Context: an optimization exercise on an open-source flow, tuned for small area and a short achievable clock period. The choices shown serve that exercise and are no tape-out recipe. No functional check of the RTL was part of any run shown here. Power figures rest on the tool's default switching activity, not on a simulated workload.

==> flow/design.v (outline; a module is shown in full before it is edited, if it fits) <==
// module muitiplier: 2237 lines
// module mul_fa: 4 lines
// module mul_ha: 4 lines
module muitiplier(
    input clk,rstn,
    input pipeline_muitiplier_flush,
    input pipeline_muitiplier_stall,
    input [4:0] pipeline_muitiplier_subtype,
    input [31:0] pipeline_muitiplier_din1,
    input [31:0] pipeline_muitiplier_din2,
    output [31:0] muitiplier_pipeline_dout
);
  // ...
==> flow/run.sh <==
#!/bin/bash
# synth_recipe.tcl (not shown) runs the flow's synth.tcl, then flattens the netlist and writes it again
# the make line also repeats each setting of config.mk as NAME=value (left out here)
make -C /OpenROAD-flow-scripts/flow DESIGN_CONFIG=/design/flow/config.mk WORK_HOME=/design/flow/orfs CLKGATE_MAP_FILE= SYNTH_SCRIPT=/design/flow/synth_recipe.tcl finish
==> flow/config.mk <==
export PLATFORM = sky130hd
export DESIGN_NAME = muitiplier
export DESIGN_NICKNAME = muitiplier
export VERILOG_FILES = /design/flow/design.v
export SDC_FILE = /design/flow/constraint.sdc
export NUM_CORES = 4
export LEC_CHECK = 0
export ABC_AREA = 1
export CAP_MARGIN = 20
export CORE_MARGIN = 2
export CORE_UTILIZATION = 60
export SETUP_SLACK_MARGIN = 4
export SLEW_MARGIN = 20
export SYNTH_HIERARCHICAL = 1
==> flow/constraint.sdc <==
create_clock -name core_clock -period 12.0 [get_ports {clk}]
set_input_delay 2.4000 -clock core_clock [delete_from_list [all_inputs] [get_ports {clk}]]
set_output_delay 2.4000 -clock core_clock [all_outputs]
set_load 0.01 [all_outputs]
==> results.json, run 1 <==
{
  "startpoint": "pipeline_muitiplier_subtype[4]",
  "core_area_mm2": 0.04432,
  "grtUsageTotal": 0.4325,
  "clk_pin_slew_ps": 60,
  "grt_antenna_before_repair": 5,
  "seq_share": 0.1332,
  "clock_skew_ps": 0,
  "status": "finished clean",
  "max_slew_margin": 0.2603,
  "clock-root-buffer": "clkbuf_16",
  "hold_viol": 0,
  "postCtsSetupRepairBufs": 0,
  "yosys-top-cells-area": "fa_1 36%, xor2_1 17%, edfxtp_1 14%, o22ai_1 11%, ha_1 6.6%",
  "use_met1": 0.5792,
  "crit_top_cell": "fa_1",
  "wl_per_cell_um": 31.13,
  "multi_input_cells": 2167,
  "synth-adder-area-share": 0.4227,
  "holdPathEnd": "hi",
  "met1Wirelength_mm": 37.06,
  "grt.overflow.total": 0,
  "cts_resized": 0,
  "fillers": 3559,
  "routed_wl_mm": 99.95,
  "synthDistinctLibCells": 40,
  "layout_setup_ws_ps": 4182,
  "num-nonclk-inverters": 104,
  "multi_input_area_share": 0.7523,
  "final_common_cell": "xor2_1",
  "synth_common_cells": "512 x xor2_1, 486 x o22ai_1, 481 x fa_1",
  "vdd_drop_max_uv": 360.0,
  "reg2reg_to": "zero",
  "design_area_mm2": 0.02892,
  "num-clock-buffers": 19,
  "critPathTopFamily": "adder cells",
  "rows": 77,
  "rsz0062_at_grt": "false",
  "synth_top_family_by_area": "adder cells"
}
==> inputs of run 2 (changes only) <==
--- a/flow/config.mk
+++ b/flow/config.mk
@@ -8,7 +8,6 @@
 export ABC_AREA = 1
 export CAP_MARGIN = 20
 export CORE_MARGIN = 2
-export CORE_UTILIZATION = 60
-export SETUP_SLACK_MARGIN = 4
+export CORE_UTILIZATION = 40
 export SLEW_MARGIN = 20
 export SYNTH_HIERARCHICAL = 1
==> run 2 against run 1 <==
Net effect: sequential power about the same; die area increased by 49%; still clean on timing, DRC and antenna; flip-flop and latch count unchanged; synthesized area unchanged; global-route usage decreased by 14 points; first-iteration DRC count decreased by 15%; total power increased by 0.23%; utilization decreased by 22 points; non-clock buffer count decreased by 1; critical endpoint is now r0[34]; critical path type unchanged; via count decreased by 1.0%.
==> results.json, run 2 <==
{
  "hold_start": "hi",
  "rows": 95,
  "drt_iter0_markers": 2971,
  "setup_viol": 0,
  "grt_pass1_wl_mm": 152.2,
  "max_slew_margin": 0.3087,
  "clk_pin_slew_ps": 70,
  "async_flop_share": 0,
  "hold_viol": 0,
  "r2r-start": "zero",
  "tightest_slew_ps": 1033,
  "wl_per_cell_um": 29.22,
  "fin_crit_ps": 7556,
  "syn_area_mm2": 0.02698,
  "power_leakage_nw": 11.70,
  "clock-root-buffer": "clkbuf_16",
  "largest_register_ffs": 64,
  "fin_crit_sh": 0.6297,
  "yosys.area.top_type": "fa_1",
  "cap_violations": 0,
  "final_cell_mix": "512 x xor2_1, 486 x o22ai_1, 481 x fa_1",
  "synth.most_common_cell": "xor2_1",
  "io_buffers": 104,
  "layout_setup_ws_ps": 4444,
  "vdd_drop_max_uv": 257.2,
  "rsz0062_at_grt": "false",
  "clock_skew_ps": 0,
  "place_ws_ps": 4042,
  "final_common_cell": "xor2_1",
  "clockBufferDepth": 2,
  "critPathMaxFanout": 34,
  "cts_max_level": 4,
  "startpoint_type": "primary input",
  "ys_seq_elements": 129,
  "power_density_mw_per_mm2": 318.3,
  "critPathKind": "in2reg",
  "core_area_mm2": 0.06692,
  "syn_inst": 2658,
  "status": "finished clean",
  "path_cells": "clkdlybuf4s50_1 -> nor2_1 -> nand2_1 -> nor2_1 -> inv_2 -> nor2_4 -> inv_2 -> buf_4 -> o22ai_1 -> xor2_1 -> fa_1 -> fa_1 -> fa_1 -> fa_1 -> fa_1 -> fa_1",
  "dieHeight_um": 263.7,
  "dr_total_vias": 22810,
  "numCtsBuffers": 17,
  "cts_hold_buf": 0,
  "finalSetupTns_ps": 0,
  "clk_latency_ps": 450,
  "cts_resized": 0,
  "avgSynthCellArea_um2": 10.15,
  "routed_via_density": 6.531,
  "cts_sinks": 129,
  "drive_gt1_frac": 0.07337,
  "hp-class": "reg2reg",
  "yosysWarnings": 7,
  "die_area_mm2": 0.06955,
  "regMostFlops": "r0",
  "synth_common_cells": "512 x xor2_1, 486 x o22ai_1, 481 x fa_1",
  "ant_nets": 0,
  "dieWidth_um": 263.7,
  "routed_wl_mm": 102.1,
  "holdWs_ps": 982.0,
  "io_pins": 105,
  "fmax_ghz": 0.1323,
  "area_growth_pct": 8.365,
  "p_total_mw": 9.306,
  "cp.required_ps": 12190,
  "synth_top_cell_area_share": 0.3569,
  "yosysSeqAreaShare": 0.1428,
  "dr.pass1.iters": 6,
  "grtUsageTotal": 0.2912,
  "routabilityCongestion": 0.9670,
  "postCtsSetupRepairBufs": 0,
  "end_kind": "flop",
  "nNetsFinal": 3300,
  "cpPeakStageDelay_ps": 600,
  "grt.overflow.total": 0,
  "startpoint": "pipeline_muitiplier_subtype[4]",
  "crit_top_cell": "fa_1",
  "cts_tree": "done",
  "critical_path_arrival_ps": 7750,
  "grt_pass1_vias": 23960,
  "critPathSlowestCell": "inv_2",
  "initial_core_util": 0.4032,
  "hpwl_mm": 67.17,
  "reg_top3": "r0 x64, r1 x63",
  "grt_antenna_before_repair": 5,
  "synth_edf_count": 127,
  "drv_slew": 0,
  "grt_max_degree": 72,
  "drc": 0,
  "synthDistinctLibCells": 40,
  "synthFlopType": "edfxtp_1",
  "yosys-top-cells-area": "fa_1 36%, xor2_1 17%, edfxtp_1 14%, o22ai_1 11%, ha_1 6.6%"
}
run 2: cell counts after synthesis:
Identical to the previous run, type by type.
run 2: metrics by stage:
step                      area, µm²  cells  utilization
after global placement        28670   3458       0.4284
after detailed placement      28670   3458       0.4284
after floorplan               27040   2673            -
after CTS                     29230   3490       0.4368
final                         29240   3493       0.4369
after global routing          29230   3490       0.4368
run 2: final timing paths:
path / end / slack (ps) / cells past startpoint
worst max-delay path: r0[34] / 4440 / 16
worst min-delay path: hi / 980 / 2
worst max register to register: zero / 10580 / 2
worst min register to register: hi / 980 / 2
run 2: layer usage:
metal / share of wire / up-vias / GRT usage
met5: 0.00046 / - / 0
li1: - / 9129 / -
met3: 0.12 / 438 / 0.07793
met1: 0.38 / 11410 / 0.3739
met2: 0.44 / 1831 / 0.4471
met4: 0.060 / 4 / 0.1612
run 2: kinds of logic after synthesis:
kind of cell / Yosys count / share of synthesized area
AO/OA/AOI/OAI: 708 / 0.1629
adder cells (fa/ha/maj): 623 / 0.4227
XOR/XNOR: 512 / 0.1662
buffers and inverters: 377 / 0.05574
AND/OR/NAND/NOR: 307 / 0.04929
flip-flops: 129 / 0.1428
other: 2 / 0.0002783
run 2: cell type report:
cell class	count	area, µm²
Fill cell	6225	37680
Tap cell	873	1092
Multi-Input combinational cell	2167	21760
Inverter	104	392.9
Antenna cell	3	7.507
Sequential cell	129	3854
Clock buffer	17	425.4
Timing Repair Buffer	185	1574
Clock inverter	15	136.4
run 2: Yosys stat by module, one instance, submodules excluded:
| module | area [µm²] | flip-flops and latches |
|---|---|---|
| muitiplier | 15980 | 129 |
| mul_fa | 20.02 | 0 |
| mul_ha | 12.51 | 0 |
run 2: critical path, delay by kind of cell:
kind | cells | cell delay [ps]
xor gates and xnor gates | 1 | 210
adders and majority gates | 6 | 3080
AOI/OAI and AO/OA | 1 | 130
buffers and inverters | 4 | 1470
and+or+nand+nor | 4 | 410
run 2: power breakdown:
group	switching [mW]	internal, mW	total [mW]
logic	4.22	3.17	7.39
clock network	0.232	0.273	0.505
registers	0.107	1.31	1.41

[re-timing with driven ports]
Ports are ideal in the flow. The routed layouts listed here were re-timed in OpenROAD. Step 1: set_driving_cell puts a clkbuf_16 on clk and a buf_2 on each other input, an assumption about the parent block. Step 2 also shifts input and output timing later by t, the mid clock arrival at the registers, as if the neighbouring blocks saw the same clock. Three values: ideal, step 1, step 2; two values: the first two.
run | t (ns) | slack for setup (ns) | hold slack, ns
run 1 | 0.528 | 4.182 / 4.224 / 3.697 | 0.944 / 0.944 / 0.944
run 2 | 0.494 | 4.444 / 4.468 / 3.974 | 0.982 / 0.982 / 0.982
After both steps every run listed still meets setup and hold. The setup slack of run 1, which loses most, moves by +0.042 ns with the drivers and by -0.485 ns with both steps.
